From an optimization exercise on the open Yosys and OpenROAD flow, aimed at small area, a short achievable clock period and few clock cycles per item; shortcuts taken in it are not production practice. Function was not checked in any run shown here: the RTL went through the layout flow alone. Power figures rest on the tool's default switching activity, not on a simulated workload.

==> flow/design.v (outline; a module is shown in full before it is edited, if it fits) <==
// module part4_mac: 833 lines
module part4_mac(clk, reset, a, b, f, valid_in, valid_out);
  // ...
==> flow/flow/run.sh <==
#!/bin/bash
# The standard layout, with two changes:
#  - one extra step between synthesis and floorplan: flow/bubble.py removes
#    the inverters that Yosys's full-adder extraction leaves around full
#    adders (a full adder is self-dual, so it can work on complemented inputs
#    and give complemented outputs instead). Registers and the logic
#    function are unchanged.
#  - the I/O ports are buffered with buf_2 cells instead of the default
#    delay-buffer cells.
set -uo pipefail
R=$PWD/orfs/results/sky130hd/part4_mac/base
P='BUFFER_PORTS_ARGS=-buffer_cell sky130_fd_sc_hd__buf_2'
bash standard.sh "$P" synth > synth.log 2>&1 || exit 1
cp "$R/1_2_yosys.v" 1_2_yosys_standard.v
python3 flow/bubble.py 1_2_yosys_standard.v "$R/1_2_yosys.v" > bubble.log 2>&1 || exit 1
touch "$R/1_2_yosys.v"
bash standard.sh "$P" finish > standard.log 2>&1
==> flow/flow/bubble.py <==
#!/usr/bin/env python3
"""Remove inverters around full-adder cells in a flat Yosys netlist.

A full adder is self-dual: FA(~a, ~b, ~c) = (~sum, ~cout). Yosys's full-adder
extraction often builds adders whose inputs and outputs all go through
inverters. This pass removes every inverter that does not drive a port,
chooses for each full adder whether it works on true or complemented
signals so that as few signals as possible are needed in both polarities,
and puts back one inverter per signal that is still needed inverted.
The logic function of every register input and output port is unchanged.

usage: bubble.py netlist.v [out.v]
"""
import re
import sys
from collections import defaultdict

OUT_PINS = {'X', 'Y', 'Q', 'Q_N', 'SUM', 'COUT', 'HI', 'LO'}
src = open(sys.argv[1]).read()
dst = sys.argv[2] if len(sys.argv) > 2 else sys.argv[1]

m = re.search(r'^\s*module\s+(\S+)\s*\((.*?)\);', src, re.S | re.M)
top = m.group(1)
# port bit names
ports = set()
for d, rng, names in re.findall(r'^\s*(input|output|inout)\s*(\[\d+:\d+\])?\s*([^;]+);', src, re.M):
    for n in names.split(','):
        n = n.strip()
        if rng:
            hi, lo = map(int, rng[1:-1].split(':'))
            for i in range(min(hi, lo), max(hi, lo) + 1):
                ports.add(f'{n}[{i}]')
        else:
            ports.add(n)

inst_re = re.compile(r'^\s*(sky130_fd_sc_hd__\w+)\s+(\S+)\s*\((.*?)\);\s*$', re.S | re.M)
pin_re = re.compile(r'\.(\w+)\((.*?)\)\s*(?:,|$)', re.S)


raw = {}


def norm(net):
    r = net.strip()
    net = r
    if net.startswith('\\'):
        net = net[1:].strip()
    raw.setdefault(net, r + (' ' if r.startswith('\\') else ''))
    return net


def vname(net):
    """net name as written in Verilog"""
    if net in raw:
        return raw[net]
    if re.fullmatch(r'[A-Za-z_][A-Za-z0-9_$]*(\[\d+\])?', net):
        return net
    if re.fullmatch(r'.*\[\d+\]', net):
        b, i = re.fullmatch(r'(.*)(\[\d+\])', net).groups()
        if re.fullmatch(r'[A-Za-z_][A-Za-z0-9_$]*', b):
            return net
        return '\\' + b + ' ' + i
    return '\\' + net + ' '


insts = []
for mm in inst_re.finditer(src):
    typ, name, body = mm.groups()
    pins = [(p, norm(n)) for p, n in pin_re.findall(body)]
    insts.append({'type': typ, 'name': name, 'pins': pins, 'span': mm.span()})

driver = {}
for k, it in enumerate(insts):
    for p, n in it['pins']:
        if p in OUT_PINS:
            driver[n] = (k, p)


def is_inv(it):
    return re.match(r'sky130_fd_sc_hd__(clk)?inv_\d+$', it['type']) is not None


def is_fa(it):
    return re.match(r'sky130_fd_sc_hd__fa_\d+$', it['type']) is not None


def pin(it, p):
    for q, n in it['pins']:
        if q == p:
            return n
    return None


removable = set()
for k, it in enumerate(insts):
    if is_inv(it) and pin(it, 'Y') not in ports and pin(it, 'A') is not None:
        removable.add(k)

memo = {}


def base(net):
    """(base net, polarity) of a net, looking through removable inverters"""
    if net in memo:
        return memo[net]
    d = driver.get(net)
    if d is not None and d[0] in removable:
        b, p = base(pin(insts[d[0]], 'A'))
        r = (b, p ^ 1)
    else:
        r = (net, 0)
    memo[net] = r
    return r


fas = [k for k, it in enumerate(insts) if is_fa(it)]
flippable = set()
for k in fas:
    outs = [pin(insts[k], 'SUM'), pin(insts[k], 'COUT')]
    if not any(o in ports for o in outs if o):
        flippable.add(k)

flip = defaultdict(int)
phys = defaultdict(int)
cnt = defaultdict(lambda: [0, 0])
demands = []          # (inst, pin, base, pol)
by_inst = defaultdict(list)
for k, it in enumerate(insts):
    if k in removable:
        continue
    for p, n in it['pins']:
        if p in OUT_PINS or n == '' or "'" in n:
            continue
        b, pol = base(n)
        demands.append([k, p, b, pol])
        by_inst[k].append(len(demands) - 1)
        cnt[b][pol] += 1


def needs(b):
    return 1 if cnt[b][phys[b] ^ 1] > 0 else 0


before = sum(needs(b) for b in list(cnt))
changed = True
passes = 0
while changed and passes < 50:
    changed = False
    passes += 1
    for k in fas:
        if k not in flippable:
            continue
        it = insts[k]
        outs = [o for o in (pin(it, 'SUM'), pin(it, 'COUT')) if o]
        aff = set(demands[i][2] for i in by_inst[k]) | set(outs)
        old = sum(needs(b) for b in aff)
        for i in by_inst[k]:
            d = demands[i]
            cnt[d[2]][d[3]] -= 1
            d[3] ^= 1
            cnt[d[2]][d[3]] += 1
        for o in outs:
            phys[o] ^= 1
        new = sum(needs(b) for b in aff)
        if new < old:
            flip[k] ^= 1
            changed = True
        else:   # undo
            for i in by_inst[k]:
                d = demands[i]
                cnt[d[2]][d[3]] -= 1
                d[3] ^= 1
                cnt[d[2]][d[3]] += 1
            for o in outs:
                phys[o] ^= 1
after = sum(needs(b) for b in list(cnt))

# rebuild
invnet = {}
newinst = []
newwires = []
conn = {}
for k, p, b, pol in demands:
    if pol == phys[b]:
        conn[(k, p)] = b
    else:
        if b not in invnet:
            j = len(invnet)
            invnet[b] = f'bbl_n{j}'
            newwires.append(f'bbl_n{j}')
            newinst.append(f'  sky130_fd_sc_hd__inv_1 bbl_i{j} (\n    .A({vname(b)}),\n    .Y(bbl_n{j})\n  );\n')
        conn[(k, p)] = invnet[b]

out = []
pos = 0
for k, it in enumerate(insts):
    s, e = it['span']
    out.append(src[pos:s])
    pos = e
    if k in removable:
        continue
    lines = [f'  {it["type"]} {it["name"]} (']
    pl = []
    for p, n in it['pins']:
        n2 = conn.get((k, p), n)
        pl.append(f'    .{p}({vname(n2) if n2 else ""})')
    lines.append(',\n'.join(pl))
    lines.append('  );')
    out.append('\n'.join(lines))
rest = src[pos:]
i = rest.rfind('endmodule')
out.append(rest[:i] + ''.join(newinst) + rest[i:])
text = ''.join(out)
# declare the new wires after the module header
hdr_end = m.end()
decl = ''.join(f'  wire {w};\n' for w in newwires)
text = text[:hdr_end] + '\n' + decl + text[hdr_end:]
open(dst, 'w').write(text)
print(f'bubble: {len(removable)} inverters removed, {len(invnet)} added '
      f'({before} -> {after} by count), {sum(flip.values())} of {len(fas)} full adders flipped',
      file=sys.stderr)
==> flow/standard.sh <==
#!/bin/bash
# synth_recipe.tcl (not shown) runs the flow's synth.tcl, then flattens the netlist and writes it again
# the make line also repeats each setting of config.mk as NAME=value (left out here)
make -C /OpenROAD-flow-scripts/flow DESIGN_CONFIG=/design/flow/config.mk WORK_HOME=/design/flow/orfs CLKGATE_MAP_FILE= SYNTH_SCRIPT=/design/flow/synth_recipe.tcl "${@:-finish}"
==> flow/config.mk <==
export PLATFORM = sky130hd
export DESIGN_NAME = part4_mac
export DESIGN_NICKNAME = part4_mac
export VERILOG_FILES = /design/flow/design.v
export SDC_FILE = /design/flow/constraint.sdc
export NUM_CORES = 4
export LEC_CHECK = 0
export CAP_MARGIN = 20
export CORE_MARGIN = 2
export CORE_UTILIZATION = 65
export CTS_BUF_LIST = sky130_fd_sc_hd__clkbuf_4 sky130_fd_sc_hd__clkbuf_8
export PLACE_DENSITY = 0.75
export SETUP_SLACK_MARGIN = 3.1
export SLEW_MARGIN = 20
export TNS_END_PERCENT = 10
==> flow/constraint.sdc <==
create_clock -name core_clock -period 6.0 [get_ports {clk}]
set_input_delay 1.2000 -clock core_clock [delete_from_list [all_inputs] [get_ports {clk}]]
set_output_delay 1.2000 -clock core_clock [all_outputs]
set_load 0.01 [all_outputs]
==> metrics.cfg, run 1 <==
[run_status]
outcome=no timing/DRC/antenna violations

[global_routing]
grt_antenna_before_repair=0
grt_use_met1_pct=43.34
busiest_layer=met2
grt_pass1_wl_um=34430
grt.overflow.total=0

[setup_path]
worstPathRequired_ns=6.33
rr_startpoint=a_r[4]
critPathSlowestCell=fa_1
r2r-end=r1_c16_1
regToRegSetupSlack_ns=2.92
startpoint_type=flop
path_cells=a22oi_1, xor2_1, fa_1, fa_1, fa_1, inv_1, fa_1

[cells_and_area]
top_register=raw
fillers=857
clock_buffers=21
fin_util_pct=77.53
multi_input_area_mm2=0.005853
nFlopsAndLatches=126

[logic_synthesis]
yosys_warnings=1
netlist_area_mm2=0.008476

[detailed_routing]
met2WireLength_um=9825
final_antenna_net_count=0
vias=6422

[power_and_ir_drop]
vdd_ir_drop_max_uv=362.4
p_seq_mw=1.35
power-top-group=combinational logic
finalPower_mw=6.340
swShare_pct=45.70

[cts]
cts.sinks=126
postCtsHoldBufs=0
post_cts_buffers=19
clockBufferDepth=2
ctsHtreeMaxLevel=4

[sta]
period_needed_ns=3.084

[floorplan]
taps=172
io_pins=60

[hold_path]
hold_start=sgn[0]

==> run 2, diff against run 1 <==
--- a/flow/design.v
+++ b/flow/design.v
@@ -329,17 +329,255 @@
   logic s322;
   logic c323;
   logic s324;
   logic c325;
   logic s326;
   logic c327;
   logic s328;
   logic c329;
-  logic [27:0] sa;
+  logic sag330;
+  logic sag331;
+  logic sag332;
+  logic sag333;
+  logic sag334;
+  logic sag335;
+  logic sag336;
+  logic sag337;
+  logic sag338;
+  logic sag339;
+  logic sag340;
+  logic sag341;
+  logic sag342;
+  logic sag343;
+  logic sag344;
+  logic sag345;
+  logic sag346;
+  logic sag347;
+  logic sag348;
+  logic sag349;
+  logic sag350;
+  logic sag351;
+  logic sag352;
+  logic sag353;
+  logic sag354;
+  logic sag355;
+  logic sag356;
+  logic sag357;
+  logic sap358;
+  logic sap359;
+  logic sap360;
+  logic sap361;
+  logic sap362;
+  logic sap363;
+  logic sap364;
+  logic sap365;
+  logic sap366;
+  logic sap367;
+  logic sap368;
+  logic sap369;
+  logic sap370;
+  logic sap371;
+  logic sap372;
+  logic sap373;
+  logic sap374;
+  logic sap375;
+  logic sap376;
+  logic sap377;
+  logic sap378;
+  logic sap379;
+  logic sap380;
+  logic sap381;
+  logic sap382;
+  logic sap383;
+  logic sap384;
+  logic sap385;
+  logic sat386;
+  logic sat387;
+  logic sat388;
+  logic sat389;
+  logic sat390;
+  logic sat391;
+  logic sat392;
+  logic sat393;
+  logic sat394;
+  logic sat395;
+  logic sat396;
+  logic sat397;
+  logic sat398;
+  logic sat399;
+  logic sat400;
+  logic sat401;
+  logic sat402;
+  logic sat403;
+  logic sat404;
+  logic sat405;
+  logic sat406;
+  logic sat407;
+  logic sat408;
+  logic sat409;
+  logic sat410;
+  logic sat411;
+  logic sat412;
+  logic sat413;
+  logic saG414;
+  logic saG415;
+  logic saP416;
+  logic saG417;
+  logic saP418;
+  logic saG419;
+  logic saP420;
+  logic saG421;
+  logic saP422;
+  logic saG423;
+  logic saP424;
+  logic saG425;
+  logic saP426;
+  logic saG427;
+  logic saP428;
+  logic saG429;
+  logic saP430;
+  logic saG431;
+  logic saP432;
+  logic saG433;
+  logic saP434;
+  logic saG435;
+  logic saP436;
+  logic saG437;
+  logic saP438;
+  logic saG439;
+  logic saP440;
+  logic saG441;
+  logic saG442;
+  logic saG443;
+  logic saP444;
+  logic saG445;
+  logic saP446;
+  logic saG447;
+  logic saP448;
+  logic saG449;
+  logic saP450;
+  logic saG451;
+  logic saP452;
+  logic saG453;
+  logic saP454;
+  logic saG455;
+  logic saP456;
+  logic saG457;
+  logic saP458;
+  logic saG459;
+  logic saP460;
+  logic saG461;
+  logic saP462;
+  logic saG463;
+  logic saP464;
+  logic saG465;
+  logic saP466;
+  logic saG467;
+  logic saG468;
+  logic saG469;
+  logic saG470;
+  logic saG471;
+  logic saP472;
+  logic saG473;
+  logic saP474;
+  logic saG475;
+  logic saP476;
+  logic saG477;
+  logic saP478;
+  logic saG479;
+  logic saP480;
+  logic saG481;
+  logic saP482;
+  logic saG483;
+  logic saP484;
+  logic saG485;
+  logic saP486;
+  logic saG487;
+  logic saG488;
+  logic saG489;
+  logic saG490;
+  logic saG491;
+  logic saG492;
+  logic saG493;
+  logic saG494;
+  logic saG495;
+  logic saP496;
+  logic saG497;
+  logic saP498;
+  logic saG499;
+  logic saP500;
+  logic saG501;
+  logic saP502;
+  logic saG503;
+  logic saG504;
+  logic saG505;
+  logic saG506;
+  logic saG507;
+  logic saG508;
+  logic saG509;
+  logic saG510;
+  logic saG511;
+  logic saG512;
+  logic saG513;
+  logic saG514;
+  logic sau515;
+  logic sas516;
+  logic sau517;
+  logic sas518;
+  logic sau519;
+  logic sas520;
+  logic sau521;
+  logic sas522;
+  logic sau523;
+  logic sas524;
+  logic sau525;
+  logic sas526;
+  logic sau527;
+  logic sas528;
+  logic sau529;
+  logic sas530;
+  logic sau531;
+  logic sas532;
+  logic sau533;
+  logic sas534;
+  logic sau535;
+  logic sas536;
+  logic sau537;
+  logic sas538;
+  logic sau539;
+  logic sas540;
+  logic sau541;
+  logic sas542;
+  logic sau543;
+  logic sas544;
+  logic sau545;
+  logic sas546;
+  logic sau547;
+  logic sas548;
+  logic sau549;
+  logic sas550;
+  logic sau551;
+  logic sas552;
+  logic sau553;
+  logic sas554;
+  logic sau555;
+  logic sas556;
+  logic sau557;
+  logic sas558;
+  logic sau559;
+  logic sas560;
+  logic sau561;
+  logic sas562;
+  logic sau563;
+  logic sas564;
+  logic sau565;
+  logic sas566;
+  logic sau567;
+  logic sas568;
   logic [27:0] accx;
   logic r1_c0_0;
   logic r1_c0_1;
   logic r1_c1_0;
   logic r1_c2_0;
   logic r1_c2_1;
   logic r1_c3_0;
   logic r1_c3_1;
@@ -716,17 +954,255 @@
   assign s322 = accx[24] ^ r1_c24_0 ^ r1_c24_1;
   assign c323 = (accx[24] & r1_c24_0) | (accx[24] & r1_c24_1) | (r1_c24_0 & r1_c24_1);
   assign s324 = accx[25] ^ r1_c25_0 ^ r1_c25_1;
   assign c325 = (accx[25] & r1_c25_0) | (accx[25] & r1_c25_1) | (r1_c25_0 & r1_c25_1);
   assign s326 = accx[26] ^ r1_c26_0 ^ r1_c26_1;
   assign c327 = (accx[26] & r1_c26_0) | (accx[26] & r1_c26_1) | (r1_c26_0 & r1_c26_1);
   assign s328 = accx[27] ^ 1'b1;
   assign c329 = accx[27] & 1'b1;
-  assign sa = {s328, s326, s324, s322, s320, s318, s316, s314, s312, s310, s308, s306, s304, s302, s300, s298, s296, s294, s292, s290, s288, s286, s284, s282, s280, s278, s276, s274} + {c327, c325, c323, c321, c319, c317, c315, c313, c311, c309, c307, c305, c303, c301, c299, c297, c295, c293, c291, c289, c287, c285, c283, c281, c279, c277, c275, 1'b0};
+  assign sag330 = s274 & 1'b0;
+  assign sag331 = s276 & c275;
+  assign sag332 = s278 & c277;
+  assign sag333 = s280 & c279;
+  assign sag334 = s282 & c281;
+  assign sag335 = s284 & c283;
+  assign sag336 = s286 & c285;
+  assign sag337 = s288 & c287;
+  assign sag338 = s290 & c289;
+  assign sag339 = s292 & c291;
+  assign sag340 = s294 & c293;
+  assign sag341 = s296 & c295;
+  assign sag342 = s298 & c297;
+  assign sag343 = s300 & c299;
+  assign sag344 = s302 & c301;
+  assign sag345 = s304 & c303;
+  assign sag346 = s306 & c305;
+  assign sag347 = s308 & c307;
+  assign sag348 = s310 & c309;
+  assign sag349 = s312 & c311;
+  assign sag350 = s314 & c313;
+  assign sag351 = s316 & c315;
+  assign sag352 = s318 & c317;
+  assign sag353 = s320 & c319;
+  assign sag354 = s322 & c321;
+  assign sag355 = s324 & c323;
+  assign sag356 = s326 & c325;
+  assign sag357 = s328 & c327;
+  assign sap358 = s274 ^ 1'b0;
+  assign sap359 = s276 ^ c275;
+  assign sap360 = s278 ^ c277;
+  assign sap361 = s280 ^ c279;
+  assign sap362 = s282 ^ c281;
+  assign sap363 = s284 ^ c283;
+  assign sap364 = s286 ^ c285;
+  assign sap365 = s288 ^ c287;
+  assign sap366 = s290 ^ c289;
+  assign sap367 = s292 ^ c291;
+  assign sap368 = s294 ^ c293;
+  assign sap369 = s296 ^ c295;
+  assign sap370 = s298 ^ c297;
+  assign sap371 = s300 ^ c299;
+  assign sap372 = s302 ^ c301;
+  assign sap373 = s304 ^ c303;
+  assign sap374 = s306 ^ c305;
+  assign sap375 = s308 ^ c307;
+  assign sap376 = s310 ^ c309;
+  assign sap377 = s312 ^ c311;
+  assign sap378 = s314 ^ c313;
+  assign sap379 = s316 ^ c315;
+  assign sap380 = s318 ^ c317;
+  assign sap381 = s320 ^ c319;
+  assign sap382 = s322 ^ c321;
+  assign sap383 = s324 ^ c323;
+  assign sap384 = s326 ^ c325;
+  assign sap385 = s328 ^ c327;
+  assign sat386 = s274 | 1'b0;
+  assign sat387 = s276 | c275;
+  assign sat388 = s278 | c277;
+  assign sat389 = s280 | c279;
+  assign sat390 = s282 | c281;
+  assign sat391 = s284 | c283;
+  assign sat392 = s286 | c285;
+  assign sat393 = s288 | c287;
+  assign sat394 = s290 | c289;
+  assign sat395 = s292 | c291;
+  assign sat396 = s294 | c293;
+  assign sat397 = s296 | c295;
+  assign sat398 = s298 | c297;
+  assign sat399 = s300 | c299;
+  assign sat400 = s302 | c301;
+  assign sat401 = s304 | c303;
+  assign sat402 = s306 | c305;
+  assign sat403 = s308 | c307;
+  assign sat404 = s310 | c309;
+  assign sat405 = s312 | c311;
+  assign sat406 = s314 | c313;
+  assign sat407 = s316 | c315;
+  assign sat408 = s318 | c317;
+  assign sat409 = s320 | c319;
+  assign sat410 = s322 | c321;
+  assign sat411 = s324 | c323;
+  assign sat412 = s326 | c325;
+  assign sat413 = s328 | c327;
+  assign saG414 = sag331 | (sat386 & sag330);
+  assign saG415 = sag333 | (sat388 & sag332);
+  assign saP416 = sat388 & sat387;
+  assign saG417 = sag335 | (sat390 & sag334);
+  assign saP418 = sat390 & sat389;
+  assign saG419 = sag337 | (sat392 & sag336);
+  assign saP420 = sat392 & sat391;
+  assign saG421 = sag339 | (sat394 & sag338);
+  assign saP422 = sat394 & sat393;
+  assign saG423 = sag341 | (sat396 & sag340);
+  assign saP424 = sat396 & sat395;
+  assign saG425 = sag343 | (sat398 & sag342);
+  assign saP426 = sat398 & sat397;
+  assign saG427 = sag345 | (sat400 & sag344);
+  assign saP428 = sat400 & sat399;
+  assign saG429 = sag347 | (sat402 & sag346);
+  assign saP430 = sat402 & sat401;
+  assign saG431 = sag349 | (sat404 & sag348);
+  assign saP432 = sat404 & sat403;
+  assign saG433 = sag351 | (sat406 & sag350);
+  assign saP434 = sat406 & sat405;
+  assign saG435 = sag353 | (sat408 & sag352);
+  assign saP436 = sat408 & sat407;
+  assign saG437 = sag355 | (sat410 & sag354);
+  assign saP438 = sat410 & sat409;
+  assign saG439 = sag357 | (sat412 & sag356);
+  assign saP440 = sat412 & sat411;
+  assign saG441 = sag332 | (sat387 & saG414);
+  assign saG442 = saG415 | (saP416 & saG414);
+  assign saG443 = sag336 | (sat391 & saG417);
+  assign saP444 = sat391 & saP418;
+  assign saG445 = saG419 | (saP420 & saG417);
+  assign saP446 = saP420 & saP418;
+  assign saG447 = sag340 | (sat395 & saG421);
+  assign saP448 = sat395 & saP422;
+  assign saG449 = saG423 | (saP424 & saG421);
+  assign saP450 = saP424 & saP422;
+  assign saG451 = sag344 | (sat399 & saG425);
+  assign saP452 = sat399 & saP426;
+  assign saG453 = saG427 | (saP428 & saG425);
+  assign saP454 = saP428 & saP426;
+  assign saG455 = sag348 | (sat403 & saG429);
+  assign saP456 = sat403 & saP430;
+  assign saG457 = saG431 | (saP432 & saG429);
+  assign saP458 = saP432 & saP430;
+  assign saG459 = sag352 | (sat407 & saG433);
+  assign saP460 = sat407 & saP434;
+  assign saG461 = saG435 | (saP436 & saG433);
+  assign saP462 = saP436 & saP434;
+  assign saG463 = sag356 | (sat411 & saG437);
+  assign saP464 = sat411 & saP438;
+  assign saG465 = saG439 | (saP440 & saG437);
+  assign saP466 = saP440 & saP438;
+  assign saG467 = sag334 | (sat389 & saG442);
+  assign saG468 = saG417 | (saP418 & saG442);
+  assign saG469 = saG443 | (saP444 & saG442);
+  assign saG470 = saG445 | (saP446 & saG442);
+  assign saG471 = sag342 | (sat397 & saG449);
+  assign saP472 = sat397 & saP450;
+  assign saG473 = saG425 | (saP426 & saG449);
+  assign saP474 = saP426 & saP450;
+  assign saG475 = saG451 | (saP452 & saG449);
+  assign saP476 = saP452 & saP450;
+  assign saG477 = saG453 | (saP454 & saG449);
+  assign saP478 = saP454 & saP450;
+  assign saG479 = sag350 | (sat405 & saG457);
+  assign saP480 = sat405 & saP458;
+  assign saG481 = saG433 | (saP434 & saG457);
+  assign saP482 = saP434 & saP458;
+  assign saG483 = saG459 | (saP460 & saG457);
+  assign saP484 = saP460 & saP458;
+  assign saG485 = saG461 | (saP462 & saG457);
+  assign saP486 = saP462 & saP458;
+  assign saG487 = sag338 | (sat393 & saG470);
+  assign saG488 = saG421 | (saP422 & saG470);
+  assign saG489 = saG447 | (saP448 & saG470);
+  assign saG490 = saG449 | (saP450 & saG470);
+  assign saG491 = saG471 | (saP472 & saG470);
+  assign saG492 = saG473 | (saP474 & saG470);
+  assign saG493 = saG475 | (saP476 & saG470);
+  assign saG494 = saG477 | (saP478 & saG470);
+  assign saG495 = sag354 | (sat409 & saG485);
+  assign saP496 = sat409 & saP486;
+  assign saG497 = saG437 | (saP438 & saG485);
+  assign saP498 = saP438 & saP486;
+  assign saG499 = saG463 | (saP464 & saG485);
+  assign saP500 = saP464 & saP486;
+  assign saG501 = saG465 | (saP466 & saG485);
+  assign saP502 = saP466 & saP486;
+  assign saG503 = sag346 | (sat401 & saG494);
+  assign saG504 = saG429 | (saP430 & saG494);
+  assign saG505 = saG455 | (saP456 & saG494);
+  assign saG506 = saG457 | (saP458 & saG494);
+  assign saG507 = saG479 | (saP480 & saG494);
+  assign saG508 = saG481 | (saP482 & saG494);
+  assign saG509 = saG483 | (saP484 & saG494);
+  assign saG510 = saG485 | (saP486 & saG494);
+  assign saG511 = saG495 | (saP496 & saG494);
+  assign saG512 = saG497 | (saP498 & saG494);
+  assign saG513 = saG499 | (saP500 & saG494);
+  assign saG514 = saG501 | (saP502 & saG494);
+  assign sau515 = sap359 ^ sat386;
+  assign sas516 = sag330 ? sau515 : sap359;
+  assign sau517 = sap360 ^ sat387;
+  assign sas518 = saG414 ? sau517 : sap360;
+  assign sau519 = sap361 ^ sat388;
+  assign sas520 = saG441 ? sau519 : sap361;
+  assign sau521 = sap362 ^ sat389;
+  assign sas522 = saG442 ? sau521 : sap362;
+  assign sau523 = sap363 ^ sat390;
+  assign sas524 = saG467 ? sau523 : sap363;
+  assign sau525 = sap364 ^ sat391;
+  assign sas526 = saG468 ? sau525 : sap364;
+  assign sau527 = sap365 ^ sat392;
+  assign sas528 = saG469 ? sau527 : sap365;
+  assign sau529 = sap366 ^ sat393;
+  assign sas530 = saG470 ? sau529 : sap366;
+  assign sau531 = sap367 ^ sat394;
+  assign sas532 = saG487 ? sau531 : sap367;
+  assign sau533 = sap368 ^ sat395;
+  assign sas534 = saG488 ? sau533 : sap368;
+  assign sau535 = sap369 ^ sat396;
+  assign sas536 = saG489 ? sau535 : sap369;
+  assign sau537 = sap370 ^ sat397;
+  assign sas538 = saG490 ? sau537 : sap370;
+  assign sau539 = sap371 ^ sat398;
+  assign sas540 = saG491 ? sau539 : sap371;
+  assign sau541 = sap372 ^ sat399;
+  assign sas542 = saG492 ? sau541 : sap372;
+  assign sau543 = sap373 ^ sat400;
+  assign sas544 = saG493 ? sau543 : sap373;
+  assign sau545 = sap374 ^ sat401;
+  assign sas546 = saG494 ? sau545 : sap374;
+  assign sau547 = sap375 ^ sat402;
+  assign sas548 = saG503 ? sau547 : sap375;
+  assign sau549 = sap376 ^ sat403;
+  assign sas550 = saG504 ? sau549 : sap376;
+  assign sau551 = sap377 ^ sat404;
+  assign sas552 = saG505 ? sau551 : sap377;
+  assign sau553 = sap378 ^ sat405;
+  assign sas554 = saG506 ? sau553 : sap378;
+  assign sau555 = sap379 ^ sat406;
+  assign sas556 = saG507 ? sau555 : sap379;
+  assign sau557 = sap380 ^ sat407;
+  assign sas558 = saG508 ? sau557 : sap380;
+  assign sau559 = sap381 ^ sat408;
+  assign sas560 = saG509 ? sau559 : sap381;
+  assign sau561 = sap382 ^ sat409;
+  assign sas562 = saG510 ? sau561 : sap382;
+  assign sau563 = sap383 ^ sat410;
+  assign sas564 = saG511 ? sau563 : sap383;
+  assign sau565 = sap384 ^ sat411;
+  assign sas566 = saG512 ? sau565 : sap384;
+  assign sau567 = sap385 ^ sat412;
+  assign sas568 = saG513 ? sau567 : sap385;
   logic [1:0] v;       
   logic [0:0] rd;      
   logic take;
   assign take = valid_in & ~reset;
   always_ff @(posedge clk) begin
     a_r <= take ? a : 14'd0;    
     neg_r[0] <= b[1];
     one_r[0] <= b[0] ^ 1'b0;
@@ -815,17 +1291,17 @@
     rd <= reset;
   end
   logic [27:0] sum, raw;
   logic ovp, ovn, zr, clr, keep, ovp_n, ovn_n;
   assign clr = reset | (|rd);
   assign accx[26:0] = {27{ovp}} | (raw[26:0] & {27{keep}});
   assign accx[27] = ovn | (raw[27] & ~ovp & ~zr);
   assign f = accx;
-  assign sum = {sa[27], sa[26], sa[25], sa[24], sa[23], sa[22], sa[21], sa[20], sa[19], sa[18], sa[17], sa[16], sa[15], sa[14], sa[13], sa[12], sa[11], sa[10], sa[9], sa[8], sa[7], sa[6], sa[5], sa[4], sa[3], sa[2], sa[1], sa[0]};
+  assign sum = {sas568, sas566, sas564, sas562, sas560, sas558, sas556, sas554, sas552, sas550, sas548, sas546, sas544, sas542, sas540, sas538, sas536, sas534, sas532, sas530, sas528, sas526, sas524, sas522, sas520, sas518, sas516, sap358};
   assign ovp_n = ~clr & ~accx[27] & ~sp_r & sum[27];
   assign ovn_n = ~clr & accx[27] & sp_r & ~sum[27];
   always_ff @(posedge clk) begin
     raw <= sum;
     zr <= clr;
     ovp <= ovp_n;
     ovn <= ovn_n;
     keep <= ~clr & ~ovn_n;    
==> flow/flow/run.sh (replaced) <==
#!/bin/bash
# The standard layout, with one extra step between synthesis and
# floorplan: flow/bubble.py removes the inverters that Yosys's full-adder
# extraction leaves around full adders (a full adder is self-dual, so it can
# work on complemented inputs and give complemented outputs instead).
# Registers and the logic function are unchanged.
set -uo pipefail
R=$PWD/orfs/results/sky130hd/part4_mac/base
bash standard.sh synth > synth.log 2>&1 || exit 1
cp "$R/1_2_yosys.v" 1_2_yosys_standard.v
python3 flow/bubble.py 1_2_yosys_standard.v "$R/1_2_yosys.v" > bubble.log 2>&1 || exit 1
touch "$R/1_2_yosys.v"
bash standard.sh finish > standard.log 2>&1
--- a/flow/config.mk
+++ b/flow/config.mk
@@ -7,9 +7,8 @@
 export LEC_CHECK = 0
 export CAP_MARGIN = 20
 export CORE_MARGIN = 2
 export CORE_UTILIZATION = 65
 export CTS_BUF_LIST = sky130_fd_sc_hd__clkbuf_4 sky130_fd_sc_hd__clkbuf_8
 export PLACE_DENSITY = 0.75
 export SETUP_SLACK_MARGIN = 3.1
 export SLEW_MARGIN = 20
-export TNS_END_PERCENT = 10
==> metrics.cfg, run 2 <==
[global_routing]
grt_pass1_wl_um=35700  ; was 34430 um
grt.overflow.total=0  ; unchanged
track_usage_pct=32.17  ; was 31.22%
grt_pass1_vias=6851  ; was 6647
grt_antenna_before_repair=1  ; was 0
grt_max_degree=17  ; unchanged

[cells_and_area]
layout_commonest_cell=dfxtp_1  ; unchanged
top_register=raw  ; unchanged
diodes=0  ; unchanged
fin_util_pct=82.14  ; was 77.53%
largestRegisters=raw x28, a_r x14  ; unchanged
drive_above_1_share_pct=21.65  ; was 24.52%
largest_reg_flops=28  ; unchanged
nets=1132  ; was 1023
most-common-layout-cells=dfxtp_1 (96), fa_1 (84), a22oi_1 (80), inv_1 (80), xnor2_1 (78)  ; was dfxtp_1 (98), a22oi_1 (89), xnor2_1 (85), fa_1 (85), buf_2 (59)
area_growth_pct=23.86  ; was 15.90%

[detailed_routing]
first_iter_violations=771  ; was 837
via_per_inst=5.952  ; was 6.122
dr.pass1.iters=6  ; was 5
wl_met3_um=1959  ; was 1910 um
top_layer=met4  ; unchanged
m1WireLength_um=9664  ; was 8950 um
vias=6738  ; was 6422
met2WireLength_um=11070  ; was 9825 um
postRouteWirelength_um=23410  ; was 21330 um
wl_per_cell_um=20.68  ; was 20.33 um
final_antenna_net_count=0  ; unchanged
route.detailed.drc=0  ; unchanged

[hold_path]
holdPathEnd=sgn[1]  ; unchanged
hold_start=sgn[0]  ; unchanged
min_path_cells=0  ; unchanged
min-delay-path-class=flop to flop  ; unchanged

[logic_synthesis]
yosys_warnings=1  ; unchanged
synth_area_per_cell_um2=10.37  ; was 10.46 um^2
synth_nets=1036  ; was 969
netlist_area_mm2=0.008782  ; was 0.008476 mm^2
synthCells=847  ; was 810

[placed_design]
post-dp-hpwl_um=14760  ; was 14210 um
gp_congestion=0.9020  ; was 0.9249
io_buffers=59  ; unchanged

[sta]
period_share_pct=55.97  ; was 51.40%
worst_pin_slew_ns=0.8394  ; was 0.8981 ns
skew_ns=0.01314  ; was 0.009863 ns
final_hold_viol_count=0  ; unchanged
drv_slew=0  ; unchanged
finalSetupViolCount=0  ; unchanged
fmax_ghz=0.2978  ; was 0.3243 GHz
finalSetupTns_ns=0  ; unchanged
rsz0062_at_grt=true  ; unchanged
period_needed_ns=3.358  ; was 3.084 ns
max_slew_margin_pct=43.96  ; was 40.04%

[setup_path]
startpoint_type=flop  ; unchanged
r2r-end=raw[17]  ; was r1_c16_1
worstPathRequired_ns=6.33  ; about the same
rr_startpoint=ovp  ; was a_r[4]
path_class=flop to flop  ; unchanged
critPathMaxStageDelay_ns=0.57  ; was 0.58 ns
worst-path-buf-inv=4  ; was 1
path_cells=buf_12, a21o_1, fa_1, inv_2, ha_4, nor4_4, o31ai_4, a211oi_4, buf_4, a31oi_4, buf_4, nor2_4, o21bai_1, xnor2_1  ; was a22oi_1, xor2_1, fa_1, fa_1, fa_1, inv_1, fa_1
cp-end-kind=flop  ; unchanged
critPathSlowestCell=fa_1  ; unchanged
crit_family=compound AO/OA/AOI/OAI gates  ; was adder cells
regToRegSetupSlack_ns=2.64  ; was 2.92 ns
rr_worst_depth=14  ; was 7
crit_fanout=7  ; was 14
critPathMostFrequentCell=buf_4  ; was fa_1
crit_arrival_ns=3.69  ; was 3.42 ns

[cts]
clk_pin_slew_worst_paths_ns=0.08  ; about the same
cts.sinks=126  ; unchanged
postCtsHoldBufs=0  ; unchanged
cts_root_buffer=clkbuf_8  ; unchanged
clockBufferDepth=2  ; unchanged
ctsHtreeMaxLevel=4  ; unchanged
clk_latency_ns=0.46  ; about the same
cts_tree=built  ; unchanged
cts_buffers=17  ; unchanged

[floorplan]
die_h_um=120.2  ; was 118.2 um
die_area_mm2=0.01446  ; was 0.01397 mm^2
die_x_um=120.2  ; was 118.2 um
initial_core_util_pct=66.32  ; was 66.89%
row_count=42  ; was 41
io_pins=60  ; unchanged
core_area_mm2=0.01324  ; was 0.01267 mm^2

[power_and_ir_drop]
p_leak_nw=4.777  ; was 4.082 nW
vdd_ir_drop_max_uv=325.5  ; was 362.4 uV
finalPower_mw=6.573  ; was 6.340 mW
p_per_area_mw_per_mm2=604.2  ; was 645.4 mW/mm^2

[run_status]
outcome=no timing/DRC/antenna violations  ; unchanged

[job]
drv_cap=0  ; unchanged

-- run 2: changes by cell type in the layout (fill, tap and decap cells not counted), moves of 12 or more --
cell             delta
ha_1               +35
buf_4              +32
a21oi_1            -18
nor2_1             +12
clkdlybuf4s50_1    +31
dlygate4sd2_1      +24
inv_1              +45
nand2_1            -14
buf_2              -59
-- run 2: cell type report --
| class | count | area (um^2) |
|---|---|---|
| multi-input combinational | 585 | 6131 |
| sequential | 126 | 2630 |
| fill | 772 | 2365 |
| timing repair buffer | 127 | 1179 |
| inverter | 86 | 322.8 |
| clock buffer | 19 | 255.2 |
| tap | 176 | 220.2 |
| clock inverter | 13 | 140.1 |
-- run 2: per-stage QoR --
stage	hold WS (ns)	area [um^2]	setup WS (ns)	instances
6_report	0.3304	10880	2.642	1132
4_1_cts	0.3323	10480	2.913	1106
5_1_grt	0.3385	10880	2.574	1132
2_1_floorplan	0.3096	8972	3.067	847
3_5_place_dp	0.3138	9490	2.421	1032
3_3_place_gp	0.3144	9490	2.534	1032
-- run 2: repair_timing --
item                                    CTS  global route
cloned                                    2             0
pin swaps                                24            29
setup buffers                            40            26
endpoints found under the setup margin   68            34
gates resized for setup                 114            46
-- run 2: per-layer routing --
metal  global-route usage [%]  up-vias
met2                    51.85      369
li1                         -     2997
met4                    10.97        0
met5                        0        -
met1                    42.40     3303
met3                    8.491       69
-- run 2: power breakdown --
part	switching [mW]	total, mW	internal [mW]	leakage [nW]
sequential	0.202	1.35	1.15	1.07
combinational	2.41	4.48	2.07	3.51
clock	0.358	0.743	0.385	0.192
-- run 2: worst max path at each step --
stage / startpoint / end / slack, ns / depth (start not counted)
5_1_grt: ovp / raw[17] / 2.57 / 14
2_1_floorplan: ovp / ovp / 3.07 / 13
4_1_cts: keep / ovp / 2.91 / 12
6_report: ovp / raw[17] / 2.64 / 14
3_3_place_gp: keep / raw[24] / 2.53 / 10
3_5_place_dp: ovp / raw[26] / 2.42 / 10

-- separate check: timing with driven ports --
Ports are ideal in the flow. The routed layouts listed here were re-timed in OpenROAD.
Step 1: set_driving_cell puts a clkbuf_16 on clk and a buf_2 on each other input, an assumption about the parent block.
Step 2 also shifts input and output timing later by t, the mid clock arrival at the registers, as if the neighbouring blocks saw the same clock.
a / b / c = no drivers / after step 1 / after step 2; a / b = the first two.
run	t, ns	setup WS [ns]	cell pins on the clock port's net
run 1	0.489	2.916 / 2.916 / 2.916	1
run 2	0.491	2.642 / 2.642 / 2.642	1
After both steps every run listed still meets setup and hold.
